Context: an optimization exercise on an open-source flow, tuned for small area and a short achievable clock period. The choices shown serve that exercise and are no tape-out recipe.
RTL that was checked went through simulation tests only; none was proved equivalent to the original.
The RTL of runs 2 to 4 was laid out without a check of its function.
No activity file was given, so power comes from the tool's default toggle rates.

<file path="design.v">
`timescale 1ns / 1ns
module reduce_instr (
	input  [81:0] packetIn,
	input  [60:0] new_comm,
	input         clk,
	input         rst,
	output        rd_en,
	output [84:0] packetOut
);
function [5:0] addr6;
	input [5:0] i;
	addr6 = {i[5], i[5]^i[2], i[4], i[4]^i[1], i[3], i[3]^i[0]};
endfunction
function [8:0] expand;
	input [5:0] a;
	expand = {1'b0, a[5:4], 1'b0, a[3:2], 1'b0, a[1:0]};
endfunction
function [5:0] rank_addr;
	input [8:0] r;
	rank_addr = (r[8:6] == 3'd0) ? addr6(r[5:0]) : 6'd0;
endfunction
reg        t_v    [0:3];
reg [8:0]  t_root [0:3];
reg [8:0]  t_lr   [0:3];
reg [2:0]  t_ch   [0:3];
reg [3:0]  t_lg   [0:3];
reg [5:0]  t_p1   [0:3];
reg [5:0]  t_p2   [0:3];
reg [5:0]  t_p3   [0:3];
wire wr = new_comm[60] && (new_comm[59:54] == 6'd0);
wire [1:0] wsel = new_comm[53:52];
integer n;
always @(posedge clk) begin
	for (n = 0; n < 4; n = n + 1) begin
		if (rst)
			t_v[n] <= 1'b0;
		else if (wr && wsel == n)
			t_v[n] <= 1'b1;
		if (wr && wsel == n) begin
			t_root[n] <= new_comm[51:43];
			t_lr[n]   <= new_comm[42:34];
			t_ch[n]   <= new_comm[33:31];
			t_lg[n]   <= new_comm[30:27];
			t_p3[n]   <= rank_addr(new_comm[26:18]);
			t_p2[n]   <= rank_addr(new_comm[17:9]);
			t_p1[n]   <= rank_addr(new_comm[8:0]);
		end
	end
end
wire [7:0] pkt_context = packetIn[53:46];
wire [1:0] cs = pkt_context[1:0];
wire       row_valid = (pkt_context[7:2] == 6'd0) && t_v[cs];
wire [8:0] lr_u = t_lr[cs];
wire [3:0] lg4_u = t_lg[cs];
wire [2:0] ch_u = t_ch[cs];
wire [2:0] lg_u = lg4_u[2:0];
reg  [3:0] rs;
reg  [8:0] root;
reg  [5:0] p1, p2, p3;
always @(*) begin
	root = 0; p1 = 0; p2 = 0; p3 = 0;
	for (n = 0; n < 4; n = n + 1) begin
		rs[n] = (pkt_context == n) && t_v[n];
		root = root | ({9{rs[n]}} & t_root[n]);
		p1   = p1   | ({6{rs[n]}} & t_p1[n]);
		p2   = p2   | ({6{rs[n]}} & t_p2[n]);
		p3   = p3   | ({6{rs[n]}} & t_p3[n]);
	end
end
wire [8:0] lr  = {9{row_valid}} & lr_u;
wire [3:0] lg4 = {4{row_valid}} & lg4_u;
wire [2:0] ch  = {3{row_valid}} & ch_u;
wire [2:0] lg  = lg4[2:0];
wire [5:0] fa3 = (lr[1:0] == 2'd0 && ch[2] == 1'b0) ? addr6({ch[1:0], lg4}) : 6'd0;
wire [5:0] fa4 = (root[1:0] == 2'd0 && lr[8] == 1'b0) ? addr6(lr[7:2]) : 6'd0;
function [5:0] fsel;
	input [2:0] k;
	input en;
	input [5:0] a0, a1, a2, a3, a4;
	begin
		fsel = 6'd0;
		if (en) case (k)
			3'd0: fsel = a0;
			3'd1: fsel = a1;
			3'd2: fsel = a2;
			3'd3: fsel = a3;
			3'd4: fsel = a4;
			default: fsel = 6'd0;
		endcase
	end
endfunction
wire [7:0] tag_raw   = packetIn[45:38];
wire [7:0] lgmask    = ~(8'hFF << lg);
wire [7:0] t_tag     = tag_raw & lgmask;
wire [8:0] t_rank    = packetIn[62:54];
wire [3:0] t_op      = packetIn[35:32];
wire       from_guest = (packetIn[71:63] != 9'd0);
wire       vin       = packetIn[81];
wire op_bc   = (t_op == 4'b0111);
wire op_ring = (t_op == 4'b1001);
wire op_dbl  = (t_op == 4'b1110) || (t_op == 4'b1010);
reg [8:0] dst_ring;
reg       home_ring;
wire rd_en_ring = home_ring || !from_guest;
always @(posedge clk) begin
	if (rst) begin
		home_ring <= 1'b0;
		dst_ring  <= 9'd0;
	end else if (vin) begin
		dst_ring  <= home_ring ? 9'd0 : (lr == 9'd7) ? root : (lr < 9'd63) ? expand(addr6(lr[5:0] + 6'd1)) : 9'd0;
		home_ring <= from_guest && !home_ring && op_ring;
	end else
		dst_ring  <= 9'd0;
end
wire [4:0] ku = {2'b0, lg} - {2'b0, ch} - 5'd1;
wire [5:0] dst_uptree = (lr == 9'd0) ? 6'd0 : fsel(ku[2:0], !ku[4] && !ku[3], p1, p2, p3, fa3, fa4);
reg [5:0] dst_bcast;
reg [3:0] sa_b;
reg       home_b, send_home_b, one_child;
wire [5:0] kb = {3'b0, lg} - {3'b0, ch} + {2'b0, sa_b};
wire rd_en_bcast_u = (lr_u == 9'd0) ? ({2'b0, ch_u} == {1'b0, sa_b} + 5'd2) :
                     (ch_u == 3'd1) ? one_child : (home_b || lr_u[0]);
wire rd_en_bcast = row_valid && rd_en_bcast_u;
always @(posedge clk) begin
	if (rst) begin
		dst_bcast <= 6'd0;
		sa_b      <= 4'd0;
		home_b    <= 1'b0;
		one_child <= 1'b0;
	end else if (vin) begin
		if (ch != 3'd0 && sa_b == {1'b0, ch} - 4'd1) begin
			sa_b   <= 4'd0;
			home_b <= (lr != 9'd0);
		end else begin
			if (!home_b && op_bc) sa_b <= sa_b + 4'd1;
			home_b <= 1'b0;
		end
		case (ch)
			3'd0: dst_bcast <= 6'd0;
			3'd1: dst_bcast <= one_child ? 6'd0 : p3;
			default: dst_bcast <= send_home_b ? 6'd0 : fsel(kb[2:0], kb[5:3] == 3'd0, p1, p2, p3, fa3, fa4);
		endcase
		one_child <= (ch == 3'd1) && !one_child && op_bc;
	end
end
always @(posedge clk)
	send_home_b <= rst ? 1'b0 : home_b;
wire [2:0] tx = t_tag[2:0] ^ lr[2:0];
wire [1:0] hidx = tx[2] ? 2'd0 : tx[1] ? 2'd1 : tx[0] ? 2'd2 : 2'd0;
wire       tag_eq8 = (t_tag == lr[7:0]);
reg  [5:0] dst_halving;
always @(posedge clk) begin
	if (rst)
		dst_halving <= 6'd0;
	else if (vin)
		dst_halving <= tag_eq8 ? 6'd0 : (hidx == 2'd2) ? p3 : (hidx == 2'd1) ? p2 : p1;
end
reg [5:0] dst_doubling;
reg [3:0] sa_d;
reg       home_d, send_home_d;
wire [9:0] s = {1'b0, t_rank} - {1'b0, lr_u};
reg  [10:0] zh, oh;    
reg  [10:0] zl;        
reg  [9:0]  zm_u;      
reg  [9:0]  zt;        
integer a;
always @(*) begin
	zh[10] = 1'b1; oh[10] = 1'b1;
	for (a = 9; a >= 0; a = a - 1) begin
		zh[a] = zh[a+1] & ~s[a];
		oh[a] = oh[a+1] & s[a];
	end
	zl[0] = 1'b1;
	for (a = 0; a < 10; a = a + 1)
		zl[a+1] = zl[a] & ~s[a];
	for (a = 0; a < 10; a = a + 1)
		zm_u[a] = zh[a] | (oh[a] & ~zl[a]);
	zt[9] = 1'b1;
	for (a = 8; a >= 0; a = a - 1)
		zt[a] = zt[a+1] & ~t_rank[a];
end
reg dh_u;
always @(*) begin
	dh_u = zh[0];
	for (a = 0; a < 7; a = a + 1)
		if (lg_u == a + 1) dh_u = zl[a] & s[a] & (zh[a+1] | oh[a+1]);
end
wire [4:0] tq = {2'b0, lg_u} - 5'd2 - {1'b0, sa_d};
reg eq_t;
always @(*) begin
	eq_t = 1'b0;
	if (tq == 5'd0) eq_t = zh[0];
	for (a = 1; a < 6; a = a + 1)
		if (tq == a) eq_t = zm_u[a] & ~zm_u[a-1];
end
wire rd_en_doubling = row_valid ? (from_guest ? (home_d || dh_u) : eq_t)
                                : (from_guest && (home_d || zt[0]));
wire [9:0] zm = row_valid ? zm_u : zt;
wire diff_half = row_valid ? dh_u : zt[0];
reg [3:0] base2;
always @(*) begin
	base2 = 4'd0;
	for (a = 0; a < 9; a = a + 1)
		if (!zm[a]) base2 = a + 1;
end
wire [4:0] sb       = {1'b0, sa_d} + {1'b0, base2};           
wire [5:0] xd       = {3'b0, lg} - 6'd1 - {1'b0, sb};         
always @(posedge clk) begin
	if (rst) begin
		dst_doubling <= 6'd0;
		sa_d         <= 4'd0;
		home_d       <= 1'b0;
	end else if (vin) begin
		if ((xd == 6'd0) && !home_d) begin
			sa_d   <= 4'd0;
			home_d <= from_guest;
		end else begin
			if (op_dbl && !home_d) sa_d <= sa_d + 4'd1;
			home_d <= 1'b0;
		end
		dst_doubling <= (send_home_d || diff_half) ? 6'd0 : fsel(xd[2:0], xd[5:3] == 3'd0, p1, p2, p3, fa3, fa4);
	end
end
always @(posedge clk)
	send_home_d <= rst ? 1'b0 : home_d;
assign rd_en = op_dbl ? rd_en_doubling : op_ring ? rd_en_ring : op_bc ? rd_en_bcast : 1'b1;
wire [8:0] pkt_dst = packetIn[80:72];
wire mfm = (pkt_dst == 9'd0) && row_valid;
reg [8:0] dsel;
reg [2:0] csel;
always @(*) begin
	dsel = 9'd0;
	csel = 3'd0;
	case (t_op)
		4'b0101, 4'b0110, 4'b1000: dsel = expand(dst_halving);
		4'b0111: dsel = expand(dst_bcast);
		4'b1001: dsel = dst_ring;
		4'b1010: dsel = expand(dst_doubling);
		4'b1011: dsel = expand(dst_uptree);
		4'b1100: begin dsel = expand(dst_uptree); csel = ch; end
		4'b1101, 4'b1111: begin
			dsel = expand(dst_halving);
			csel = (tag_eq8 && !lr[8]) ? lg : {1'b0, hidx};
		end
		4'b1110: begin
			dsel = expand(dst_doubling);
			csel = (send_home_d || diff_half) ? lg : (sb[2:0] - {2'b0, xd[5]});
		end
		default: ;
	endcase
end
wire fwd = mfm && (dsel != 9'd0);
reg [8:0]  dst_o;
reg [2:0]  children;
reg [7:0]  tag;
reg [31:0] payload;
reg [7:0]  contextId;
reg [3:0]  op;
reg [1:0]  algtype;
reg [8:0]  rank_o, src_o;
reg        valid;
always @(posedge clk) begin
	if (rst) begin
		dst_o    <= 9'd0;
		children <= 3'd0;
		tag      <= 8'd0;
	end else begin
		dst_o    <= pkt_dst | (mfm ? dsel : 9'd0);
		children <= mfm ? csel : 3'd0;
		tag      <= tag_raw;
	end
	if (rst || !vin) begin
		payload   <= 32'd0;
		contextId <= 8'd0;
		op        <= 4'd0;
		algtype   <= 2'd0;
		rank_o    <= 9'd0;
		src_o     <= 9'd0;
		valid     <= 1'b0;
	end else begin
		payload   <= packetIn[31:0];
		contextId <= pkt_context;
		op        <= t_op;
		algtype   <= packetIn[37:36];
		rank_o    <= fwd ? lr : t_rank;
		src_o     <= fwd ? 9'd0 : packetIn[71:63];
		valid     <= 1'b1;
	end
end
assign packetOut = {children, valid, dst_o, src_o, rank_o, contextId, tag, algtype, op, payload};
endmodule
</file>
<file path="flow/run.sh">
#!/bin/bash
# Standard synthesis; its combinational cells re-mapped by ABC for area
# (flip-flops untouched); then the standard layout steps, with buf_1 port
# buffers, a larger setup target for timing repair and a lighter clock tree.
set -euo pipefail
export BUFFER_PORTS_ARGS="-buffer_cell sky130_fd_sc_hd__buf_1"
export SETUP_SLACK_MARGIN=10
export CTS_ARGS="-sink_clustering_enable -repair_clock_nets -buf_list sky130_fd_sc_hd__clkbuf_8 -sink_clustering_size 14 -sink_clustering_max_diameter 80 -dont_use_dummy_load"
bash standard.sh synth > synth.log 2>&1
R=orfs/results/$FLOW_PLATFORM/reduce_instr/base
cp $R/1_2_yosys.v std_synth.v
export REMAP_LIB=$FLOW_HOME/platforms/$FLOW_PLATFORM/lib/sky130_fd_sc_hd__tt_025C_1v80.lib
export REMAP_IN=std_synth.v REMAP_OUT=remapped.v REMAP_TOP=$FLOW_TOP
export REMAP_DONT_USE="$(cat flow/dont_use.txt)"
export REMAP_FAST=flow/fast.abc
$FLOW_HOME/../tools/install/yosys/bin/yosys -c flow/remap.tcl > remap.log 2>&1
cp remapped.v $R/1_2_yosys.v
rm -f $R/1_synth.odb $R/1_synth.sdc
bash standard.sh finish > finish.log 2>&1
</file>
<file path="flow/dont_use.txt">
sky130_fd_sc_hd__probe_p_8
sky130_fd_sc_hd__probec_p_8
sky130_fd_sc_hd__lpflow_bleeder_1
sky130_fd_sc_hd__lpflow_clkbufkapwr_1
sky130_fd_sc_hd__lpflow_clkbufkapwr_16
sky130_fd_sc_hd__lpflow_clkbufkapwr_2
sky130_fd_sc_hd__lpflow_clkbufkapwr_4
sky130_fd_sc_hd__lpflow_clkbufkapwr_8
sky130_fd_sc_hd__lpflow_clkinvkapwr_1
sky130_fd_sc_hd__lpflow_clkinvkapwr_16
sky130_fd_sc_hd__lpflow_clkinvkapwr_2
sky130_fd_sc_hd__lpflow_clkinvkapwr_4
sky130_fd_sc_hd__lpflow_clkinvkapwr_8
sky130_fd_sc_hd__lpflow_decapkapwr_12
sky130_fd_sc_hd__lpflow_decapkapwr_3
sky130_fd_sc_hd__lpflow_decapkapwr_4
sky130_fd_sc_hd__lpflow_decapkapwr_6
sky130_fd_sc_hd__lpflow_decapkapwr_8
sky130_fd_sc_hd__lpflow_inputiso0n_1
sky130_fd_sc_hd__lpflow_inputiso0p_1
sky130_fd_sc_hd__lpflow_inputiso1n_1
sky130_fd_sc_hd__lpflow_inputiso1p_1
sky130_fd_sc_hd__lpflow_inputisolatch_1
sky130_fd_sc_hd__lpflow_isobufsrc_1
sky130_fd_sc_hd__lpflow_isobufsrc_16
sky130_fd_sc_hd__lpflow_isobufsrc_2
sky130_fd_sc_hd__lpflow_isobufsrc_4
sky130_fd_sc_hd__lpflow_isobufsrc_8
sky130_fd_sc_hd__lpflow_isobufsrckapwr_16
sky130_fd_sc_hd__lpflow_lsbuf_lh_hl_isowell_tap_1
sky130_fd_sc_hd__lpflow_lsbuf_lh_hl_isowell_tap_2
sky130_fd_sc_hd__lpflow_lsbuf_lh_hl_isowell_tap_4
sky130_fd_sc_hd__lpflow_lsbuf_lh_isowell_4
sky130_fd_sc_hd__lpflow_lsbuf_lh_isowell_tap_1
sky130_fd_sc_hd__lpflow_lsbuf_lh_isowell_tap_2
sky130_fd_sc_hd__lpflow_lsbuf_lh_isowell_tap_4
</file>
<file path="flow/fast.abc">
strash
dc2
dch
map -B 0.9
</file>
<file path="flow/remap.tcl">
# Re-map the combinational cells of the standard synthesis netlist with ABC's
# default area-oriented script. The flip-flop instances (names, cell types)
# are kept as they are: they are black boxes here.
set lib $::env(REMAP_LIB)
yosys read_liberty -ignore_miss_func -overwrite -setattr liberty_cell $lib
yosys read_verilog $::env(REMAP_IN)
yosys hierarchy -top $::env(REMAP_TOP)
set seq {}
foreach c [split [string trim [exec grep -oE {sky130_fd_sc_hd__[a-z0-9_]+} $::env(REMAP_IN) | sort -u]] "\n"] {
  if { [regexp {__(e?dfxtp|dfrtp|dfstp|dfbbp|sdf|dl)} $c] } { lappend seq $c }
}
yosys blackbox {*}$seq
yosys flatten
yosys opt -purge
set du {}
foreach c $::env(REMAP_DONT_USE) { lappend du -dont_use $c }
yosys select -set cone w:rd_en %cie*
yosys abc -script $::env(REMAP_FAST) -liberty $lib {*}$du @cone
yosys abc -liberty $lib {*}$du
yosys opt_clean -purge
yosys stat -liberty $lib
yosys write_verilog -noattr -nohex -nodec $::env(REMAP_OUT)
</file>
<file path="standard.sh">
#!/bin/bash
# synth_recipe.tcl (not shown) runs the flow's synth.tcl, then flattens the netlist and writes it again
# the make line also repeats each setting of config.mk as NAME=value (left out here)
make -C /OpenROAD-flow-scripts/flow DESIGN_CONFIG=/design/flow/config.mk WORK_HOME=/design/flow/orfs CLKGATE_MAP_FILE= SYNTH_SCRIPT=/design/flow/synth_recipe.tcl "${@:-finish}"
</file>
<file path="config.mk">
export PLATFORM = sky130hd
export DESIGN_NAME = reduce_instr
export DESIGN_NICKNAME = reduce_instr
export VERILOG_FILES = /design/flow/design.v
export SDC_FILE = /design/flow/constraint.sdc
export NUM_CORES = 4
export LEC_CHECK = 0
export ABC_AREA = 1
export CAP_MARGIN = 20
export CORE_MARGIN = 2
export CORE_UTILIZATION = 55
export SLEW_MARGIN = 20
</file>
<file path="constraint.sdc">
create_clock -name core_clock -period 20.0 [get_ports {clk}]
set_input_delay 4.0000 -clock core_clock [delete_from_list [all_inputs] [get_ports {clk}]]
set_output_delay 4.0000 -clock core_clock [all_outputs]
set_load 0.01 [all_outputs]
</file>
==> metrics.md, run 1 <==
| Metric | Value |
|---|---|
| Outcome | `complete, no violations` |
| Initial antenna violation count | `0` |
| Max frequency | `89.1 MHz` |
| Nets | `1863` |
| N_diodes | `0` |
| Worst r2r src | `t_lr[2][5]$_DFFE_PP_` |
| Max Buffers Root-to-Sink | `3` |
| TNS Setup | `0 ns` |
| Multi-input logic area | `0.00584 mm^2` |
| Overall power | `1.07 mW` |
| Share of layout cells above drive strength 1 | `9.03%` |
| Hold Vio Cnt, Final | `0` |
| Leak Pwr | `between 5 and 6 nW` |
| FF/Latch Area | `0.00777 mm^2` |
| Max-cap viol count | `0` |
| Via/cell ratio | `~5.8` |
| Crit path DAT | `roughly 7.2 ns` |
| CTS Sinks | `about 300` |
| Mapped Area | `approximately 0.014 mm^2` |
| Average size of a mapped cell | `a little under 10 um^2` |
| Fillers | `between 2000 and 2500` |
| Total Routing Usage GR | `28.5%` |
| Vias in the first global route | `around 11000` |
| Int Pwr | `a little over 0.8 mW` |
| Worst-margin pin slew | `between 0.9 and 1 ns` |
| Headroom to the max-slew limit | `between 30% and 40%` |
| Cts hold-fix bufs | `0` |
| Post-Syn Nets | `approximately 1600` |
| Switching share of power | `about a quarter` |
| Global-route wire length before repair | `about 59000 um` |
| Crit path launch | `packetIn[46]` |
| Wire per inst | `between 15 and 20 um` |
| Row cnt | `57` |
| Fin. max-slew vios | `0` |
| Clk network pwr share | `27.2%` |
| Critical-path maximum fanout | `9` |
| CTS tree | `yes` |
| Pwr/cell area | `around 67 mW/mm^2` |
| CP Launch Type | `primary input` |
| NetSw | `around 0.26 mW` |
| CTS root buf | `clkbuf_8` |
| Final ANT Viol Nets | `0` |
| Syn Inst Count | `~1400` |
| Starting Density | `between 50 and 60%` |
| Die area | `~0.026 mm^2` |
| Largest net degree at the start of global routing | `between 50 and 60` |
| WL final | `approximately 38000 um` |
| First-pass DRT Iterations | `7` |
| Clock latency on the worst-skew pair | `0.57 ns` |
| CTS Buf Count | `25` |
| Peak supply drop | `73.8 uV` |
| IO buf count | `between 200 and 250` |
| DP HPWL | `27400 um` |
| Initial detailed-routing violation count | `roughly 1100` |
| GRT overflow | `0` |
| Final setup violating endpoints | `0` |
| Unrepaired setup endpoints after global routing | `true` |
| Yosys warns | `9` |
| Clock skew | `between 0.02 and 0.025 ns` |
| Clock-pin slew on the worst setup and hold paths | `around 0.09 ns` |
| Gpl congestion | `~0.96` |
| Core area | `0.0244 mm^2` |
| Setup CP Type | `in2out` |
| DR DRC count | `0` |
| Class of the worst hold path | `reg2reg` |
| Chip Height | `between 150 and 200 um` |
| Die width | `~160 um` |
| Via Count | `~12000` |
| Final Critical Period | `11.22 ns` |
| Combinational share of power | `a little over a tenth` |
| Period utilisation layout | `56.1%` |
| Level count of the clock H-tree | `1` |
| I/O pin total | `roughly 230` |
| Hold Startpoint | `dst_doubling[2]$_SDFFE_PP0P_` |
| Worst endpoint required time | `16.00 ns` |
| Syn-to-layout area delta | `17.2%` |
| Critical Path End Type | `output pin` |
| Sequential share of power | `62.1%` |
## state kept, by name, indices dropped and copies added (netlist names), 8 cells and up
register	cells
contextId	8
dst_o	9
dst_ring	9
payload	32
rank_o	9
src_o	9
t_ch	12
t_lg	16
t_lr	36
t_p1	24
t_p2	24
t_p3	24
t_root	36
tag	8
## timing repair
action	in CTS	in global routing
gates resized for setup	37	34
setup endpoints to repair	11	28
setup buffers	17	8
gates cloned	2	0
pin swaps	22	20
## worst paths after layout
kind	cells after the start	endpoint	slack [ns]
max	27	rd_en	8.78
min	2	dst_doubling[2]$_SDFFE_PP0P_	0.46
max reg2reg	31	dst_doubling[1]$_SDFFE_PP0P_	13.93
min reg2reg	2	dst_doubling[2]$_SDFFE_PP0P_	0.46
## critical path, stage by stage
cell and delay, ns:
buf_6 0.12, nor2_4 0.25, clkinv_8 0.12, or2_4 0.27, nand3_4 0.09, nand2_2 0.07
nand3_2 0.08, nand3_2 0.09, nand3_2 0.10, nand3b_1 0.12, nand2_2 0.11, nand3_4 0.08
a21oi_2 0.15, nand4_1 0.14, buf_6 0.17, nor3_4 0.21, nand4_1 0.20, nand2_2 0.13
nand3_2 0.06, nand2_1 0.07, nand2_1 0.06, nand2_1 0.08, nand2_1 0.05, nand3_1 0.07
nand2_2 0.07, a21oi_2 0.12, buf_2 0.14
## metal layers
layer	GRT usage (%)	share of wire [%]	wire, um
met5	0	0	0
met4	10.6	3.6	1390
met3	5.44	9.0	3430
met2	45.3	45	17300
met1	39.2	42	16000
## area by class of cell
class | instances | share of cell area, %
inverter | 108 | 2.77
multi-input combinational | 1005 | 36.4
sequential | 302 | 48.4
timing repair buffer | 274 | 7.63
tap | 324 | 2.53
timing repair inverter | 2 | 0.0858
clock buffer | 25 | 2.15
## layout by cell type (no fill, tap or decap), drive strengths merged, types with 9 or more instances in the layout
| master | n |
|---|---|
| a21boi | 16 |
| a21o | 11 |
| a21oi | 76 |
| a222oi | 29 |
| and2 | 73 |
| buf | 273 |
| clkbuf | 26 |
| clkinv | 109 |
| dfxtp | 130 |
| edfxtp | 172 |
| mux2i | 10 |
| nand2 | 236 |
| nand3 | 58 |
| nand4 | 13 |
| nor2 | 134 |
| nor2b | 20 |
| nor3 | 48 |
| o21ai | 81 |
| o22ai | 31 |
| o31ai | 9 |
| or2 | 9 |
| xnor2 | 29 |
| xor2 | 9 |
## per-stage QoR
step	hold WS (ns)	worst slack (ns)	std cells	area [um^2]	util, %
3_3_place_gp	0.440	8.18	1988	15200	62.5
3_5_place_dp	0.443	8.06	1988	15200	62.5
6_report	0.465	8.78	2040	16000	65.8
2_1_floorplan	0.425	9.38	1415	13800	-
4_1_cts	0.467	8.87	2032	15800	65.0
5_1_grt	0.495	8.52	2040	16000	65.8
## power groups by stage
| stage | clock network (mW) | logic (mW) | registers, mW |
|---|---|---|---|
| 2_1_floorplan | 0 | 0.0558 | 0.683 |
| 3_3_place_gp | 0 | 0.0983 | 0.679 |
| 3_5_place_dp | 0 | 0.0998 | 0.679 |
| 4_1_cts | 0.300 | 0.108 | 0.665 |
| 5_1_grt | 0.322 | 0.127 | 0.665 |
| 6_report | 0.291 | 0.115 | 0.665 |
==> run 2: changes to the inputs <==
--- a/design.v
+++ b/design.v
@@ -181,17 +181,16 @@
 end
 reg dh_u;
 always @(*) begin
-	dh_u = zh[0];
+	dh_u = (lg_u == 3'd0) & zh[0];
 	for (a = 0; a < 7; a = a + 1)
-		if (lg_u == a + 1) dh_u = zl[a] & s[a] & (zh[a+1] | oh[a+1]);
+		dh_u = dh_u | ((lg_u == a + 1) & zl[a] & s[a] & (zh[a+1] | oh[a+1]));
 end
 wire [4:0] tq = {2'b0, lg_u} - 5'd2 - {1'b0, sa_d};
 reg eq_t;
 always @(*) begin
-	eq_t = 1'b0;
-	if (tq == 5'd0) eq_t = zh[0];
+	eq_t = (tq == 5'd0) & zh[0];
 	for (a = 1; a < 6; a = a + 1)
-		if (tq == a) eq_t = zm_u[a] & ~zm_u[a-1];
+		eq_t = eq_t | ((tq == a) & zm_u[a] & ~zm_u[a-1]);
 end
 wire rd_en_doubling = row_valid ? (from_guest ? (home_d || dh_u) : eq_t)
                                 : (from_guest && (home_d || zt[0]));
@@ -200,8 +199,8 @@
 reg [3:0] base2;
 always @(*) begin
 	base2 = 4'd0;
-	for (a = 0; a < 9; a = a + 1)
-		if (!zm[a]) base2 = a + 1;
+	for (a = 1; a < 10; a = a + 1)
+		base2 = base2 | ({4{zm[a] & ~zm[a-1]}} & a);
 end
 wire [4:0] sb       = {1'b0, sa_d} + {1'b0, base2};           
 wire [5:0] xd       = {3'b0, lg} - 6'd1 - {1'b0, sb};         
--- a/flow/run.sh
+++ b/flow/run.sh
@@ -12,7 +12,7 @@
 export REMAP_LIB=$FLOW_HOME/platforms/$FLOW_PLATFORM/lib/sky130_fd_sc_hd__tt_025C_1v80.lib
 export REMAP_IN=std_synth.v REMAP_OUT=remapped.v REMAP_TOP=$FLOW_TOP
 export REMAP_DONT_USE="$(cat flow/dont_use.txt)"
-export REMAP_FAST=flow/fast.abc
+export REMAP_FAST=flow/fast.abc REMAP_AREA=flow/area.abc
 $FLOW_HOME/../tools/install/yosys/bin/yosys -c flow/remap.tcl > remap.log 2>&1
 cp remapped.v $R/1_2_yosys.v
 rm -f $R/1_synth.odb $R/1_synth.sdc
==> flow/area.abc (new file) <==
strash
dc2
dch -f
amap
--- a/flow/remap.tcl
+++ b/flow/remap.tcl
@@ -16,7 +16,7 @@
 foreach c $::env(REMAP_DONT_USE) { lappend du -dont_use $c }
 yosys select -set cone w:rd_en %cie*
 yosys abc -script $::env(REMAP_FAST) -liberty $lib {*}$du @cone
-yosys abc -liberty $lib {*}$du
+yosys abc -script $::env(REMAP_AREA) -liberty $lib {*}$du
 yosys opt_clean -purge
 yosys stat -liberty $lib
 yosys write_verilog -noattr -nohex -nodec $::env(REMAP_OUT)
==> run 2 against run 1 <==
  * Sequential cell count unchanged
  * Utilization increased by 0.60 points
  * Sequential power barely moved
  * Setup slack worse by 0.072 ns
  * Design area increased by 0.90%
  * Maximum frequency fell by 0.64%
  * Non-clock buffer count increased by 5
  * Clock skew increased by 0.029 ns
  * Final cell count is 2.1% higher
  * Worst hold slack got worse by 0.023 ns
==> metrics.md, run 2 <==
| Metric | Value |
|---|---|
| Most used cell, CP | `nand2_2` |
| CTS Sinks | `302 (unchanged)` |
| Int Pwr | `0.816 mW (+0.42%)` |
| IO buf count | `230 (unchanged)` |
| Final ANT Viol Nets | `0 (unchanged)` |
| Nets | `1906 (+2.3%)` |
| DR DRC count | `0 (unchanged)` |
| Cells after DPL | `2029 (+2.1%)` |
| R2R depth | `38 (+23%)` |
| Final Critical Period | `11.30 ns (+0.0724 ns)` |
| DP HPWL | `28000 um (+2.0%)` |
| Initial antenna violation count | `0 (unchanged)` |
| Share of layout cells above drive strength 1 | `9.61% (+0.58 points)` |
| Max frequency | `88.5 MHz (-0.64%)` |
| Setup CP Type | `in2out` |
| Gpl congestion | `1.04 (+8.4%)` |
| Leak Pwr | `5.18 nW (-4.9%)` |
| Final Cell Area | `0.0162 mm^2 (+0.90%)` |
| NetSw | `0.269 mW (+4.2%)` |
| Crit path max-delay cell type | `buf_4` |
| Setup crit end | `rd_en` |
| Chip Height | `162 um (about the same)` |
| Headroom to the max-slew limit | `35.0% (-1.8 points)` |
| CTS Buf Count | `25 (unchanged)` |
| Switching share of power | `24.8% (+0.67 points)` |
| WL final | `39600 um (+3.8%)` |
| Yosys warns | `9 (unchanged)` |
| Max Buffers Root-to-Sink | `3 (unchanged)` |
| Syn Inst Count | `1455 (+2.8%)` |
| Worst r2r src | `t_lr[2][0]$_DFFE_PP_` |
| N_diodes | `0 (unchanged)` |
| Clock latency on the worst-skew pair | `0.59 ns (+0.02 ns)` |
| I/O pin total | `231 (unchanged)` |
| Critical-path maximum fanout | `6 (-3)` |
| Via Count | `12289 (+3.5%)` |
| Max-cap viol count | `0 (unchanged)` |
| Outcome | `complete, no violations` |
| Pwr/cell area | `67.0 mW/mm^2 (+0.41%)` |
| Mapped Area | `0.0137 mm^2 (about the same)` |
| Reg-to-reg endpoint | `dst_doubling[1]$_SDFFE_PP0P_` |
| CP Launch Type | `primary input` |
| First-pass DRT Iterations | `6 (-1)` |
| Period utilisation layout | `56.5% (+0.36 points)` |
| Fin. max-slew vios | `0 (unchanged)` |
| Class of the worst hold path | `reg2reg` |
| Die width | `162 um (about the same)` |
| Syn-to-layout area delta | `18.1%` |
| Sequential share of power | `61.2% (-0.9 points)` |
| Core area | `0.0244 mm^2 (unchanged)` |
| Post-Syn Nets | `1600 (+2.6%)` |
| Combinational share of power | `11.5% (+0.8 points)` |
| Util after Layout | `66.4% (+0.60 points)` |
| GRT overflow | `0 (unchanged)` |
| Crit path DAT | `7.30 ns (+0.08 ns)` |
| Biggest regs | `t_lr (36), t_root (36), payload (32)` |
| Peak supply drop | `59.7 uV (-19%)` |
| Average size of a mapped cell | `9.42 um^2 (-2.7%)` |
| Clock-pin slew on the worst setup and hold paths | `0.09 ns (about the same)` |
| Final std cells w/o fill | `2083 (+2.1%)` |
| Final setup violating endpoints | `0 (unchanged)` |
| Worst-margin pin slew | `0.965 ns (+0.0256 ns)` |
| Most common cell after layout, fill and taps aside | `buf_1` |
| Total Routing Usage GR | `29.0% (+0.52 points)` |
| Worst endpoint required time | `16.00 ns (about the same)` |
| Die area | `0.0262 mm^2 (about the same)` |
| Crit path launch | `packetIn[47]` |
| Unrepaired setup endpoints after global routing | `true` |
| Global-route wire length before repair | `59700 um (+1.9%)` |
| Vias in the first global route | `11113 (+1.3%)` |
| Clock skew | `0.0503 ns (+0.0286 ns)` |
| Critical Path End Type | `output pin` |
| Via/cell ratio | `5.90 (+1.3%)` |
| Wire per inst | `19.0 um (+1.7%)` |
| Row cnt | `57 (unchanged)` |
| CTS root buf | `clkbuf_8` |
| Starting Density | `56.2% (about the same)` |
| CTS tree | `yes` |
| Fillers | `2001 (-2.4%)` |
| Largest stage delay on the critical path | `0.21 ns (-0.06 ns)` |
| TNS Setup | `0 ns (unchanged)` |
| Placed Area | `0.0152 mm^2 (about the same)` |
| Largest net degree at the start of global routing | `45 (-18%)` |
| Hold Vio Cnt, Final | `0 (unchanged)` |
| Initial detailed-routing violation count | `1222 (+6.5%)` |
| Level count of the clock H-tree | `1 (unchanged)` |
| Worst reg2reg setup slack | `13.56 ns (-0.37 ns)` |
| Most frequent cells in the layout | `buf_1 (226), nor2_1 (182), clkinv_1 (175)` |
| Clk network pwr share | `27.3% (about the same)` |
run 2: metal layers:
metal  routed length (um)  global-route usage, %  vias to the layer above
met5                    0                      0                        -
met4                 1450                   10.3                        0
met2                17900                   45.6                      623
li1                     -                      -                     5845
met3                 3480                   5.54                      117
met1                16800                   40.5                     5704
run 2: worst max-delay path, delay by kind of cell:
family,cells,cell delay (ns)
AO/OA/AOI/OAI,2,0.32
buffers and inverters,5,0.68
AND/OR/NAND/NOR,20,2.29
run 2: power by group through the flow:
stage               clock network (mW)  registers, mW  logic, mW
floorplan                            0          0.682     0.0560
global placement                     0          0.678      0.100
detailed placement                   0          0.678      0.101
CTS                              0.305          0.664      0.109
global route                     0.324          0.665      0.136
finish                           0.296          0.664      0.125
run 2: area by class of cell:
cell class / instances / area, um^2 / area share, %
Sequential cell: 302 / 7770 / 48.0
Multi-Input combinational cell: 967 / 5640 / 34.8
Timing Repair Buffer: 279 / 1290 / 7.99
Inverter: 186 / 736 / 4.55
Tap cell: 324 / 405 / 2.50
Clock buffer: 25 / 344 / 2.13
run 2: through the flow:
| stage | hold WS [ns] | power [mW] | setup WS [ns] |
|---|---|---|---|
| after global routing | 0.474 | 1.12 | 8.48 |
| after floorplan | 0.415 | 0.738 | 9.40 |
| after CTS | 0.440 | 1.08 | 8.92 |
| final | 0.442 | 1.08 | 8.70 |
| after global placement | 0.430 | 0.778 | 8.15 |
| after detailed placement | 0.425 | 0.780 | 7.95 |
run 2: worst min path at each step:
stage	startpoint	endpoint	slack (ns)	cells past startpoint
floorplan	t_v[1]$_SDFFE_PP0P_	t_v[1]$_SDFFE_PP0P_	0.41	2
global placement	t_v[1]$_SDFFE_PP0P_	t_v[1]$_SDFFE_PP0P_	0.43	2
detailed placement	home_d$_SDFFE_PP0P_	send_home_d$_SDFF_PP0_	0.43	2
CTS	home_d$_SDFFE_PP0P_	send_home_d$_SDFF_PP0_	0.44	2
global route	t_v[3]$_SDFFE_PP0P_	t_v[3]$_SDFFE_PP0P_	0.47	2
finish	home_d$_SDFFE_PP0P_	send_home_d$_SDFF_PP0_	0.44	2
run 2: timing repair:
item	CTS	global route
hold buffers	0	0
cloned	0	1
endpoints found under the hold margin	0	0
endpoints found under the setup margin	33	39
pin swaps	23	25
setup buffers	12	16
resized for setup	55	50
==> run 3: changes to the inputs <==
--- a/design.v
+++ b/design.v
@@ -158,7 +158,29 @@
 reg [5:0] dst_doubling;
 reg [3:0] sa_d;
 reg       home_d, send_home_d;
-wire [9:0] s = {1'b0, t_rank} - {1'b0, lr_u};
+wire [9:0] tt = {1'b0, t_rank};
+wire [9:0] ll = {1'b0, lr_u};
+reg  [9:0] bw;    
+reg  [9:0] G, P, G2, P2;
+integer st, q;
+always @(*) begin
+	G = ~tt & ll;           
+	P = ~(tt ^ ll);         
+	for (st = 1; st < 10; st = st * 2) begin
+		for (q = 0; q < 10; q = q + 1) begin
+			if (q >= st) begin
+				G2[q] = G[q] | (P[q] & G[q-st]);
+				P2[q] = P[q] & P[q-st];
+			end else begin
+				G2[q] = G[q];
+				P2[q] = P[q];
+			end
+		end
+		G = G2; P = P2;
+	end
+	bw = {G[8:0], 1'b0};
+end
+wire [9:0] s = tt ^ ll ^ bw;
 reg  [10:0] zh, oh;    
 reg  [10:0] zl;        
 reg  [9:0]  zm_u;      
--- a/flow/run.sh
+++ b/flow/run.sh
@@ -4,7 +4,7 @@
 # buffers, a larger setup target for timing repair and a lighter clock tree.
 set -euo pipefail
 export BUFFER_PORTS_ARGS="-buffer_cell sky130_fd_sc_hd__buf_1"
-export SETUP_SLACK_MARGIN=10
+export SETUP_SLACK_MARGIN=9
 export CTS_ARGS="-sink_clustering_enable -repair_clock_nets -buf_list sky130_fd_sc_hd__clkbuf_8 -sink_clustering_size 14 -sink_clustering_max_diameter 80 -dont_use_dummy_load"
 bash standard.sh synth > synth.log 2>&1
 R=orfs/results/$FLOW_PLATFORM/reduce_instr/base
==> run 3 against run 2 <==
  * Largest power group unchanged
  * Final cell count decreased by 0.34%
  * Design area about the same
  * Via count shrank 0.74%
  * Sequential share of layout area hardly changed
==> metrics.md, run 3 <==
| Metric | Value |
|---|---|
| Outcome | `complete, no violations` |
| Level count of the clock H-tree | `1 (unchanged)` |
| Grt met2 use | `46.8% (+1.2 points)` |
| Gpl congestion | `1.02 (-2.0%)` |
| Core area | `0.0244 mm^2 (unchanged)` |
| Fin. max-slew vios | `0 (unchanged)` |
| Syn-to-layout area delta | `18.0%` |
| N_diodes | `0 (unchanged)` |
| Final std cells w/o fill | `2076 (-0.34%)` |
| Setup CP Type | `in2out` |
| Combinational share of power | `11.5% (about the same)` |
| Hold Vio Cnt, Final | `0 (unchanged)` |
| Global-route wire length before repair | `59900 um (+0.23%)` |
| Final Critical Period | `11.13 ns (-0.166 ns)` |
| Total Routing Usage GR | `28.9% (-0.098 points)` |
| Class of the worst hold path | `reg2reg` |
| Util after Layout | `66.4% (about the same)` |
| Met3 GRT Util | `4.80% (-0.74 points)` |
| CTS root buf | `clkbuf_8` |
| Wire per inst | `18.7 um (-1.4%)` |
| Worst-margin pin slew | `1.09 ns (+0.129 ns)` |
| Sequential share of power | `61.1% (about the same)` |
| Post-Syn Nets | `1597 (-0.19%)` |
| Period utilisation layout | `55.6% (-0.83 points)` |
| WL final | `38900 um (-1.8%)` |
| Average size of a mapped cell | `9.45 um^2 (+0.33%)` |
| Most Crowded Layer GR | `met2` |
| Largest stage delay on the critical path | `0.28 ns (+0.07 ns)` |
| Leak Pwr | `5.22 nW (+0.71%)` |
| Vias in the first global route | `11308 (+1.8%)` |
| Switching share of power | `24.9% (+0.17 points)` |
| First-pass DRT Iterations | `6 (unchanged)` |
| Final ANT Viol Nets | `0 (unchanged)` |
| Max Buffers Root-to-Sink | `3 (unchanged)` |
| Crit path DAT | `7.13 ns (-0.17 ns)` |
| Nets | `1899 (-0.37%)` |
| Worst endpoint required time | `16.00 ns (about the same)` |
| Initial antenna violation count | `0 (unchanged)` |
| Final setup violating endpoints | `0 (unchanged)` |
| CP Launch Type | `primary input` |
| GR Layer Usage met1 | `40.0% (-0.55 points)` |
| Top Family by Delay on Critical Path | `simple AND/OR/NAND/NOR gates` |
| Via/cell ratio | `5.88 (-0.41%)` |
| Chip Height | `162 um (about the same)` |
| Cells after DPL | `2027 (-0.099%)` |
| Worst path bufs/invs | `3 (-2)` |
| Share of layout cells above drive strength 1 | `9.42% (-0.19 points)` |
| Mapped Area | `0.0137 mm^2 (+0.13%)` |
| Int Pwr | `0.816 mW (about the same)` |
| DR DRC count | `0 (unchanged)` |
| Die area | `0.0262 mm^2 (+0.12%)` |
| CTS Buf Count | `25 (unchanged)` |
| Max frequency | `89.8 MHz (+1.5%)` |
| Hold Startpoint | `home_b$_SDFFE_PP0P_` |
| Row cnt | `57 (unchanged)` |
| CTS Sinks | `302 (unchanged)` |
| Biggest regs | `t_lr (36), t_root (36), payload (32)` |
| Peak supply drop | `62.7 uV (+5.1%)` |
| Cts hold-fix bufs | `0 (unchanged)` |
| Largest net degree at the start of global routing | `53 (+18%)` |
| CTS tree | `yes` |
| Crit path max-delay cell type | `or2_4` |
| Clock latency on the worst-skew pair | `0.58 ns (about the same)` |
| Most common cell after layout, fill and taps aside | `buf_1` |
| IO buf count | `230 (unchanged)` |
| Worst r2r src | `t_lr[2][1]$_DFFE_PP_` |
| Initial detailed-routing violation count | `1178 (-3.6%)` |
| Starting Density | `56.2% (+0.072 points)` |
| Clock skew | `0.0240 ns (-0.0263 ns)` |
| Pwr/cell area | `67.1 mW/mm^2 (+0.18%)` |
| TNS Setup | `0 ns (unchanged)` |
| Critical Path End Type | `output pin` |
| Syn Inst Count | `1452 (-0.21%)` |
| NetSw | `0.271 mW (+0.88%)` |
| Critical-path maximum fanout | `10 (+4)` |
| DP HPWL | `27600 um (-1.3%)` |
| I/O pin total | `231 (unchanged)` |
| Die width | `162 um (about the same)` |
| Headroom to the max-slew limit | `27.1% (-7.9 points)` |
| Clock-pin slew on the worst setup and hold paths | `0.10 ns (about the same)` |
| Crit path launch | `packetIn[46]` |
| Yosys warns | `9 (unchanged)` |
| Via Count | `12198 (-0.74%)` |
| GRT overflow | `0 (unchanged)` |
| Clk network pwr share | `27.4% (about the same)` |
| Most frequent cells in the layout | `buf_1 (227), nor2_1 (198), edfxtp_1 (172)` |
| Max-cap viol count | `0 (unchanged)` |
| Unrepaired setup endpoints after global routing | `true` |
[run 3: path summary, 6_finish.rpt]
path | to | slack [ns] | cells after the start
setup / recovery | rd_en | 8.87 | 28
hold / removal | send_home_b$_SDFF_PP0_ | 0.46 | 2
setup reg to reg | sa_d[3]$_SDFFE_PP0P_ | 13.08 | 34
hold reg to reg | send_home_b$_SDFF_PP0_ | 0.46 | 2
[run 3: final cells by class]
cell class,instances,area [um^2]
Clock buffer,25,344
Fill cell,2004,8200
Inverter,169,674
Multi-Input combinational cell,981,5750
Sequential cell,302,7770
Tap cell,324,405
Timing Repair Buffer,274,1240
Timing Repair inverter,1,5.00
[run 3: per-layer routing]
layer  share of wire (%)  vias to the layer above  wire length [um]
li1                    -                     5863                 -
met1                  42                     5648             16400
met2                  46                      593             17900
met3                 8.6                       94              3350
met4                 3.3                        0              1280
met5                   0                        -                 0
[run 3: timing repair]
item	CTS	global route
cloned	1	0
buffers inserted	12	11
resized for setup	65	59
pin swaps	12	26
endpoints found under the setup margin	12	2
[run 3: through the flow]
step	power [mW]	setup WS (ns)	instance area [um^2]	hold WS, ns
floorplan	0.737	9.04	13700	0.416
global placement	0.777	7.96	15200	0.443
detailed placement	0.778	7.82	15200	0.446
CTS	1.08	9.00	15800	0.459
global route	1.13	8.59	16200	0.466
finish	1.09	8.87	16200	0.458
[run 3: power groups by stage]
| stage | combinational, mW | clock, mW | sequential, mW |
|---|---|---|---|
| 4_1_cts | 0.109 | 0.305 | 0.664 |
| 6_report | 0.125 | 0.298 | 0.664 |
| 3_3_place_gp | 0.0986 | 0 | 0.678 |
| 3_5_place_dp | 0.0999 | 0 | 0.678 |
| 5_1_grt | 0.136 | 0.327 | 0.665 |
| 2_1_floorplan | 0.0546 | 0 | 0.682 |
[run 3: tightest hold or removal path, delay by kind of cell (launching register included)]
family	cells	cell delay (ns)
flops	1	0.33
buf+inv	1	0.07
simple gates	1	0.04
==> run 4: changes to the inputs <==
--- a/flow/run.sh
+++ b/flow/run.sh
@@ -4,7 +4,7 @@
 # buffers, a larger setup target for timing repair and a lighter clock tree.
 set -euo pipefail
 export BUFFER_PORTS_ARGS="-buffer_cell sky130_fd_sc_hd__buf_1"
-export SETUP_SLACK_MARGIN=9
+export SETUP_SLACK_MARGIN=9.5
 export CTS_ARGS="-sink_clustering_enable -repair_clock_nets -buf_list sky130_fd_sc_hd__clkbuf_8 -sink_clustering_size 14 -sink_clustering_max_diameter 80 -dont_use_dummy_load"
 bash standard.sh synth > synth.log 2>&1
 R=orfs/results/$FLOW_PLATFORM/reduce_instr/base
==> run 4 against run 3 <==
  * Still clean on timing, DRC and antenna
  * Sequential share of layout area shrank 0.28 points
  * Total power grew 0.22%
  * Clock skew grew 0.024 ns
  * Wire length grew 2.2%
  * Register-to-register slack gained 0.17 ns
  * Via count grew 1.2%
  * First-iteration DRC count grew 1.6%
  * Setup slack gained 0.019 ns
  * Synthesized cell count is the same
  * Critical endpoint unchanged
  * Largest cell class unchanged
==> metrics.md, run 4 <==
| Metric | Value |
|---|---|
| Final setup violating endpoints | `0 (unchanged)` |
| Most used cell, CP | `nand2_2` |
| Top Family by Delay on Critical Path | `simple AND/OR/NAND/NOR gates` |
| Final std cells w/o fill | `2088 (+0.58%)` |
| Syn Inst Count | `1452 (unchanged)` |
| Mapped Area | `0.0137 mm^2 (unchanged)` |
| Max frequency | `90.0 MHz (+0.17%)` |
| Via Count | `12346 (+1.2%)` |
| Post-Syn Nets | `1597 (unchanged)` |
| Critical Path End Type | `output pin` |
| Setup CP Type | `in2out` |
| Worst-margin pin slew | `1.07 ns (-0.0249 ns)` |
| Hold Vio Cnt, Final | `0 (unchanged)` |
| Headroom to the max-slew limit | `28.7% (+1.7 points)` |
| Global-route wire length before repair | `60400 um (+0.93%)` |
| WL final | `39800 um (+2.2%)` |
| Cells after DPL | `2030 (+0.15%)` |
| CP Launch Type | `primary input` |
| Largest stage delay on the critical path | `0.30 ns (+0.02 ns)` |
| CTS root buf | `clkbuf_8` |
| Row cnt | `57 (unchanged)` |
| Max Buffers Root-to-Sink | `3 (unchanged)` |
| Final ANT Viol Nets | `0 (unchanged)` |
| Critical-path maximum fanout | `5 (-5)` |
| Nets | `1911 (+0.63%)` |
| Largest net degree at the start of global routing | `46 (-13%)` |
| Class of the worst hold path | `reg2reg` |
| Clock-pin slew on the worst setup and hold paths | `0.10 ns (about the same)` |
| Worst path bufs/invs | `3 (unchanged)` |
| Pwr/cell area | `66.9 mW/mm^2 (-0.36%)` |
| N_diodes | `0 (unchanged)` |
| Worst endpoint required time | `16.00 ns (about the same)` |
| Crit path DAT | `7.11 ns (-0.02 ns)` |
| Die width | `162 um (unchanged)` |
| GRT overflow | `0 (unchanged)` |
| CTS Sinks | `302 (unchanged)` |
| Min Hold Slack | `0.459 ns (+0.00146 ns)` |
| Wire per inst | `19.0 um (+1.6%)` |
| First-pass DRT Iterations | `5 (-1)` |
| CTS Buf Count | `25 (unchanged)` |
| Gpl congestion | `0.992 (-2.4%)` |
| Fin. max-slew vios | `0 (unchanged)` |
| Total Routing Usage GR | `29.2% (+0.27 points)` |
| Chip Height | `162 um (unchanged)` |
| Share of layout cells above drive strength 1 | `9.64% (+0.22 points)` |
| Most frequent cells in the layout | `buf_1 (227), nor2_1 (199), edfxtp_1 (172)` |
| Peak supply drop | `78.6 uV (+25%)` |
| Cts hold-fix bufs | `0 (unchanged)` |
| Average size of a mapped cell | `9.45 um^2 (unchanged)` |
| Max-cap viol count | `0 (unchanged)` |
| Outcome | `complete, no violations` |
| Unrepaired setup endpoints after global routing | `true` |
| Final Cell Area | `0.0163 mm^2 (+0.58%)` |
| TNS Setup | `0 ns (unchanged)` |
| Initial detailed-routing violation count | `1197 (+1.6%)` |
| IO buf count | `230 (unchanged)` |
| DR DRC count | `0 (unchanged)` |
| I/O pin total | `231 (unchanged)` |
| Biggest regs | `t_lr (36), t_root (36), payload (32)` |
| Vias in the first global route | `11299 (-0.080%)` |
| Crit path max-delay cell type | `or2_4` |
| Core area | `0.0244 mm^2 (unchanged)` |
| Placed Area | `0.0153 mm^2 (+0.86%)` |
| Level count of the clock H-tree | `1 (unchanged)` |
| Leak Pwr | `5.27 nW (+0.92%)` |
| Die area | `0.0262 mm^2 (unchanged)` |
| Worst reg2reg setup slack | `13.25 ns (+0.17 ns)` |
| Syn-to-layout area delta | `18.7%` |
| Period utilisation layout | `55.6% (-0.093 points)` |
| Yosys warns | `9 (unchanged)` |
| Via/cell ratio | `5.91 (+0.63%)` |
| Most common cell after layout, fill and taps aside | `buf_1` |
| DP HPWL | `28200 um (+2.0%)` |
| Clock skew | `0.0480 ns (+0.0240 ns)` |
| Final Critical Period | `11.11 ns (-0.0186 ns)` |
| Starting Density | `56.2% (unchanged)` |
| Clock latency on the worst-skew pair | `0.59 ns (about the same)` |
| Initial antenna violation count | `0 (unchanged)` |
| CTS tree | `yes` |
## run 4: changes by cell type in the layout (fill, tap and decap cells not counted), sizes merged
cell,before,now
buf,274,284
clkinvlp,1,0
clkbuf,25,26
inv,10,6
clkinv,159,165
## run 4: worst paths after layout
| kind | startpoint | to | cells after the start |
|---|---|---|---|
| setup / recovery | packetIn[46] | rd_en | 29 |
| hold / removal | home_b$_SDFFE_PP0P_ | send_home_b$_SDFF_PP0_ | 2 |
| setup reg to reg | t_lr[2][1]$_DFFE_PP_ | sa_d[3]$_SDFFE_PP0P_ | 36 |
| hold reg to reg | home_b$_SDFFE_PP0P_ | send_home_b$_SDFF_PP0_ | 2 |
## run 4: stage by stage
stage                     utilization (%)  worst slack [ns]  power, mW
final                                66.8              8.89       1.09
after global routing                 66.8              8.64       1.13
after CTS                            65.5              8.88       1.08
after detailed placement             62.9              8.26      0.782
after global placement               62.9              8.32      0.781
after floorplan                         -              9.50      0.740
## run 4: worst reg2reg max path: cells and delay by family (launching register included)
| family | cells | cell delay [ns] |
|---|---|---|
| compound gates | 7 | 1.84 |
| xor+xnor | 1 | 0.23 |
| buf+inv | 7 | 0.76 |
| flops | 1 | 0.37 |
| simple gates | 21 | 3.42 |
## run 4: layout make-up
type | count | area, um^2
Sequential cell | 302 | 7770
Fill cell | 2005 | 8110
Inverter | 169 | 683
Timing Repair inverter | 2 | 15.0
Clock buffer | 25 | 344
Multi-Input combinational cell | 981 | 5730
Timing Repair Buffer | 285 | 1340
Tap cell | 324 | 405
## run 4: layer usage
metal / vias to the layer above / GRT usage, % / wire length, um
met5: - / 0 / 0
met4: 0 / 8.37 / 1070
met3: 90 / 4.32 / 3400
met2: 588 / 47.1 / 18400
met1: 5779 / 41.3 / 16900
li1: 5889 / - / -
## run 4: repair_timing
action | 4_1_cts | 5_1_grt
cloned | 1 | 2
gates resized for setup | 43 | 47
pin swaps | 14 | 19
setup buffers | 17 | 13
setup endpoints to repair | 6 | 13
## run 4: power by group
group / internal (mW) / total [mW] / leakage (nW) / switching, mW
Combinational: 0.0435 / 0.126 / 2.61 / 0.0821
Clock: 0.112 / 0.300 / 0.180 / 0.188
Sequential: 0.662 / 0.664 / 2.48 / 0.00231
Total: 0.817 / 1.09 / 5.27 / 0.272
==> run 5: changes to the inputs <==
--- a/design.v
+++ b/design.v
@@ -160,57 +160,86 @@
 reg       home_d, send_home_d;
 wire [9:0] tt = {1'b0, t_rank};
 wire [9:0] ll = {1'b0, lr_u};
-reg  [9:0] bw;    
-reg  [9:0] G, P, G2, P2;
-integer st, q;
-always @(*) begin
-	G = ~tt & ll;           
-	P = ~(tt ^ ll);         
-	for (st = 1; st < 10; st = st * 2) begin
-		for (q = 0; q < 10; q = q + 1) begin
-			if (q >= st) begin
-				G2[q] = G[q] | (P[q] & G[q-st]);
-				P2[q] = P[q] & P[q-st];
-			end else begin
-				G2[q] = G[q];
-				P2[q] = P[q];
+wire [9:0] e = ~(tt ^ ll);
+wire [9:0] u = tt & ~ll;
+wire [9:0] d = ~tt & ll;
+function [10:0] pfx_down;
+	input [9:0] g, p;
+	reg [9:0] G, P, G2, P2;
+	integer i, st;
+	begin
+		G = g; P = p;
+		for (st = 1; st < 10; st = st * 2) begin
+			for (i = 0; i < 10; i = i + 1) begin
+				if (i + st < 10) begin
+					G2[i] = G[i] | (P[i] & G[i+st]);
+					P2[i] = P[i] & P[i+st];
+				end else begin
+					G2[i] = G[i];
+					P2[i] = P[i];
+				end
+			end
+			G = G2; P = P2;
+		end
+		pfx_down = {1'b0, G};
+	end
+endfunction
+function [10:0] pfx_up;
+	input [9:0] g, p;
+	reg [9:0] G, P, G2, P2;
+	integer i, st;
+	begin
+		G = g; P = p;
+		for (st = 1; st < 10; st = st * 2) begin
+			for (i = 0; i < 10; i = i + 1) begin
+				if (i >= st) begin
+					G2[i] = G[i] | (P[i] & G[i-st]);
+					P2[i] = P[i] & P[i-st];
+				end else begin
+					G2[i] = G[i];
+					P2[i] = P[i];
+				end
 			end
+			G = G2; P = P2;
 		end
-		G = G2; P = P2;
+		pfx_up = {G, 1'b0};
 	end
-	bw = {G[8:0], 1'b0};
+endfunction
+reg  [10:0] eqh, eql;   
+integer a;
+always @(*) begin
+	eqh[10] = 1'b1;
+	for (a = 9; a >= 0; a = a - 1) eqh[a] = eqh[a+1] & e[a];
+	eql[0] = 1'b1;
+	for (a = 0; a < 10; a = a + 1) eql[a+1] = eql[a] & e[a];
 end
-wire [9:0] s = tt ^ ll ^ bw;
-reg  [10:0] zh, oh;    
-reg  [10:0] zl;        
+wire [10:0] b  = pfx_up(d, e);
+wire [10:0] pp1 = pfx_down(u & {eqh[10:1]}, d) ;
+wire [10:0] mm1 = pfx_down(d & {eqh[10:1]}, u) ;
 reg  [9:0]  zm_u;      
 reg  [9:0]  zt;        
-integer a;
+reg  [10:0] zh, oh;    
 always @(*) begin
-	zh[10] = 1'b1; oh[10] = 1'b1;
-	for (a = 9; a >= 0; a = a - 1) begin
-		zh[a] = zh[a+1] & ~s[a];
-		oh[a] = oh[a+1] & s[a];
+	for (a = 0; a < 10; a = a + 1) begin
+		zh[a] = b[a] ? pp1[a] : eqh[a];
+		oh[a] = b[a] ? eqh[a] : mm1[a];
+		zm_u[a] = zh[a] | (oh[a] & ~eql[a]);
 	end
-	zl[0] = 1'b1;
-	for (a = 0; a < 10; a = a + 1)
-		zl[a+1] = zl[a] & ~s[a];
-	for (a = 0; a < 10; a = a + 1)
-		zm_u[a] = zh[a] | (oh[a] & ~zl[a]);
+	zh[10] = 1'b1; oh[10] = 1'b1;
 	zt[9] = 1'b1;
 	for (a = 8; a >= 0; a = a - 1)
 		zt[a] = zt[a+1] & ~t_rank[a];
 end
 reg dh_u;
 always @(*) begin
-	dh_u = (lg_u == 3'd0) & zh[0];
+	dh_u = (lg_u == 3'd0) & eqh[0];
 	for (a = 0; a < 7; a = a + 1)
-		dh_u = dh_u | ((lg_u == a + 1) & zl[a] & s[a] & (zh[a+1] | oh[a+1]));
+		dh_u = dh_u | ((lg_u == a + 1) & eql[a] & (pp1[a] | mm1[a]));
 end
 wire [4:0] tq = {2'b0, lg_u} - 5'd2 - {1'b0, sa_d};
 reg eq_t;
 always @(*) begin
-	eq_t = (tq == 5'd0) & zh[0];
+	eq_t = (tq == 5'd0) & eqh[0];
 	for (a = 1; a < 6; a = a + 1)
 		eq_t = eq_t | ((tq == a) & zm_u[a] & ~zm_u[a-1]);
 end
--- a/flow/run.sh
+++ b/flow/run.sh
@@ -4,7 +4,7 @@
 # buffers, a larger setup target for timing repair and a lighter clock tree.
 set -euo pipefail
 export BUFFER_PORTS_ARGS="-buffer_cell sky130_fd_sc_hd__buf_1"
-export SETUP_SLACK_MARGIN=9.5
+export SETUP_SLACK_MARGIN=10
 export CTS_ARGS="-sink_clustering_enable -repair_clock_nets -buf_list sky130_fd_sc_hd__clkbuf_8 -sink_clustering_size 14 -sink_clustering_max_diameter 80 -dont_use_dummy_load"
 bash standard.sh synth > synth.log 2>&1
 R=orfs/results/$FLOW_PLATFORM/reduce_instr/base
==> run 5 against run 4 <==
  * First-iteration DRC count is 19% higher
  * Global-route usage increased by 2.3 points
  * Wire length grew 10%
  * Die area rose by 3.2%
  * Synthesized area grew 3.3%
  * Clock power rose by 1%
  * Final cell count rose by 5.5%
  * Sequential power is essentially flat
  * Largest power group unchanged
==> metrics.md, run 5 <==
| Metric | Value |
|---|---|
| Outcome | `complete, no violations` |
| GRT overflow | `0 (unchanged)` |
| DR DRC count | `0 (unchanged)` |
| Yosys warns | `9 (unchanged)` |
| Setup CP Type | `in2out` |
| IO buf count | `230 (unchanged)` |
| Cts hold-fix bufs | `0 (unchanged)` |
| Min Hold Slack | `0.456 ns (-0.00284 ns)` |
| Via/cell ratio | `6.00 (+1.5%)` |
| Period utilisation layout | `52.7% (-2.9 points)` |
| N_diodes | `0 (unchanged)` |
| Pwr/cell area | `64.0 mW/mm^2 (-4.3%)` |
| First-pass DRT Iterations | `6 (+1)` |
| Worst hold path depth | `2 (unchanged)` |
| Core area | `0.0253 mm^2 (+3.5%)` |
| Most frequent cells in the layout | `buf_1 (227), nor2_1 (181), clkinv_1 (177)` |
| Class of the worst hold path | `reg2reg` |
| Post-Syn Nets | `1701 (+6.5%)` |
| Row cnt | `58 (+1.8%)` |
| Fin. max-slew vios | `0 (unchanged)` |
| Largest net degree at the start of global routing | `48 (+4.3%)` |
| Biggest regs | `t_lr (36), t_root (36), payload (32)` |
| Final ANT Viol Nets | `0 (unchanged)` |
| Max frequency | `94.9 MHz (+5.4%)` |
| Wire per inst | `19.9 um (+4.5%)` |
| Average size of a mapped cell | `9.10 um^2 (-3.6%)` |
| Worst-margin pin slew | `1.05 ns (-0.0149 ns)` |
| Peak supply drop | `57.3 uV (-27%)` |
| Mapped Area | `0.0142 mm^2 (+3.3%)` |
| Total Routing Usage GR | `31.4% (+2.3 points)` |
| Chip Height | `164 um (+1.6%)` |
| Nets | `2019 (+5.7%)` |
| Final setup violating endpoints | `0 (unchanged)` |
| Die width | `164 um (+1.6%)` |
| Via Count | `13215 (+7.0%)` |
| Int Pwr | `0.821 mW (+0.56%)` |
| Switching share of power | `25.0% (about the same)` |
| Max Buffers Root-to-Sink | `3 (unchanged)` |
| CTS Buf Count | `26 (+4.0%)` |
| Clk network pwr share | `27.7% (+0.2 points)` |
| Clock latency on the worst-skew pair | `0.61 ns (+0.02 ns)` |
| Clock-pin slew on the worst setup and hold paths | `0.09 ns (about the same)` |
| Max-cap viol count | `0 (unchanged)` |
| CTS tree | `yes` |
| Final Critical Period | `10.54 ns (-0.570 ns)` |
| Most common cell after layout, fill and taps aside | `buf_1` |
| TNS Setup | `0 ns (unchanged)` |
| Share of layout cells above drive strength 1 | `12.3% (+2.7 points)` |
| Initial antenna violation count | `0 (unchanged)` |
| Combinational share of power | `11.7% (+0.2 points)` |
| Unrepaired setup endpoints after global routing | `true` |
| Critical Path End Type | `output pin` |
| Leak Pwr | `5.60 nW (+6.3%)` |
| CP Launch Type | `primary input` |
| Gpl congestion | `1.03 (+3.4%)` |
| Worst endpoint required time | `16.00 ns (about the same)` |
| Syn-to-layout area delta | `20.8%` |
| CTS root buf | `clkbuf_8` |
| Vias in the first global route | `12127 (+7.3%)` |
| Hold Vio Cnt, Final | `0 (unchanged)` |
| Sequential share of power | `60.6% (-0.4 points)` |
| CTS Sinks | `302 (unchanged)` |
| Global-route wire length before repair | `65800 um (+8.9%)` |
| NetSw | `0.274 mW (+0.60%)` |
| Headroom to the max-slew limit | `28.6% (-0.11 points)` |
| Die area | `0.0271 mm^2 (+3.2%)` |
| Overall power | `1.10 mW (+0.57%)` |
| I/O pin total | `231 (unchanged)` |
| Critical-path maximum fanout | `8 (+3)` |
| Pre-CTS setup slack | `8.25 ns (-0.0164 ns)` |
| WL final | `43800 um (+10%)` |
| Syn Inst Count | `1556 (+7.2%)` |
| DP HPWL | `31700 um (+12%)` |
| Initial detailed-routing violation count | `1419 (+19%)` |
| R2R depth | `20 (-44%)` |
| Crit path DAT | `6.54 ns (-0.57 ns)` |
| Final worst slack | `9.46 ns (+0.570 ns)` |
| Worst reg2reg setup slack | `13.60 ns (+0.35 ns)` |
| Starting Density | `56.1% (-0.15 points)` |
| Clock skew | `0.0777 ns (+0.0297 ns)` |
| Level count of the clock H-tree | `1 (unchanged)` |
[run 5: cell types whose count changed in the layout (fill, tap and decap cells not counted), sizes merged, moves of 7 or more]
cell	before	now
clkinv	165	197
nand2	186	218
o21ai	70	85
a21oi	52	65
a222oi	11	22
a22o	20	9
nor4	19	8
a221oi	23	13
a21boi	2	9
[run 5: worst paths after layout]
path                                     startpoint                   end
worst min register to register  t_v[2]$_SDFFE_PP0P_   t_v[2]$_SDFFE_PP0P_
worst max register to register  t_v[0]$_SDFFE_PP0P_  rank_o[0]$_SDFF_PN0_
worst max-delay path                   packetIn[47]                 rd_en
worst min-delay path            t_v[2]$_SDFFE_PP0P_   t_v[2]$_SDFFE_PP0P_
[run 5: layout make-up]
type,instances,area (um^2)
fill,2077,8150
sequential,302,7770
multi-input combinational,1050,6250
timing repair buffer,285,1380
inverter,205,886
tap,330,413
clock buffer,26,358
timing repair inverter,4,55.1
[run 5: timing repair]
action,4_1_cts,5_1_grt
pin swaps,28,28
resized for setup,96,55
setup endpoints to repair,16,21
setup buffers,26,12
cloned,4,3
[run 5: power groups by stage]
stage	registers, mW	logic (mW)	clock network, mW
final	0.664	0.128	0.304
after global routing	0.665	0.139	0.330
after CTS	0.664	0.119	0.308
after detailed placement	0.678	0.105	0
after global placement	0.678	0.103	0
after floorplan	0.682	0.0580	0
[run 5: metal layers]
metal | track usage [%] | wire length (um) | share of wire [%]
met4 | 12.3 | 1790 | 4.1
met1 | 43.2 | 18100 | 41
met3 | 3.57 | 3380 | 7.7
met2 | 51.4 | 20600 | 47
met5 | 0 | 0 | 0
[run 5: critical path, cell delays in order]
cell,delay [ns]
buf_16,0.14
clkinv_16,0.07
nand2_8,0.07
or2_4,0.30
nand3_4,0.11
nand2_4,0.08
clkinv_4,0.05
nand2_4,0.05
nor2_4,0.15
nand2_4,0.11
nor2_4,0.16
inv_4,0.05
nor2_4,0.15
nand2_1,0.09
a21boi_2,0.17
nand2_1,0.06
a21boi_1,0.07
nand2_2,0.09
nand2_1,0.06
nand2_1,0.05
nand2_1,0.05
nand2_1,0.05
nand2_1,0.05
nand2_1,0.07
nand2_2,0.06
nand2_2,0.06
buf_6,0.09
[run 5: stage by stage]
stage | cells | util, % | cell area [um^2]
after global routing | 2202 | 67.7 | 17100
after detailed placement | 2131 | 62.7 | 15800
after CTS | 2187 | 66.5 | 16800
after global placement | 2131 | 62.7 | 15800
final | 2202 | 67.7 | 17100
after floorplan | 1556 | - | 14400

[port drivers added, routing unchanged]
The flow's constraints put no driver on any port. The routed layouts listed below were extracted and timed again, unchanged, in two steps.
Step 1, drivers: a clkbuf_16 drives clk and a buf_2 each remaining input, both assumed.
Step 2 also shifts input and output timing later by t, the mid clock arrival at the registers, as if the neighbouring blocks saw the same clock.
Three values: ideal, step 1, step 2; two values: the first two.
run	shift t [ns]	setup slack, ns	worst data-port slew with drivers (ns)
run 1	0.602	8.777 / 8.745 / 8.745	0.06
run 2	0.607	8.705 / 8.627 / 8.627	0.11
run 3	0.618	8.870 / 8.829 / 8.829	0.05
run 4	0.609	8.889 / 8.813 / 8.813	0.11
run 5	0.619	9.459 / 9.338 / 9.338	0.14
After both steps setup and hold are still met in every run listed. For run 5, which loses most, drivers alone change the setup slack by -0.121 ns; drivers and shift together by -0.121 ns.
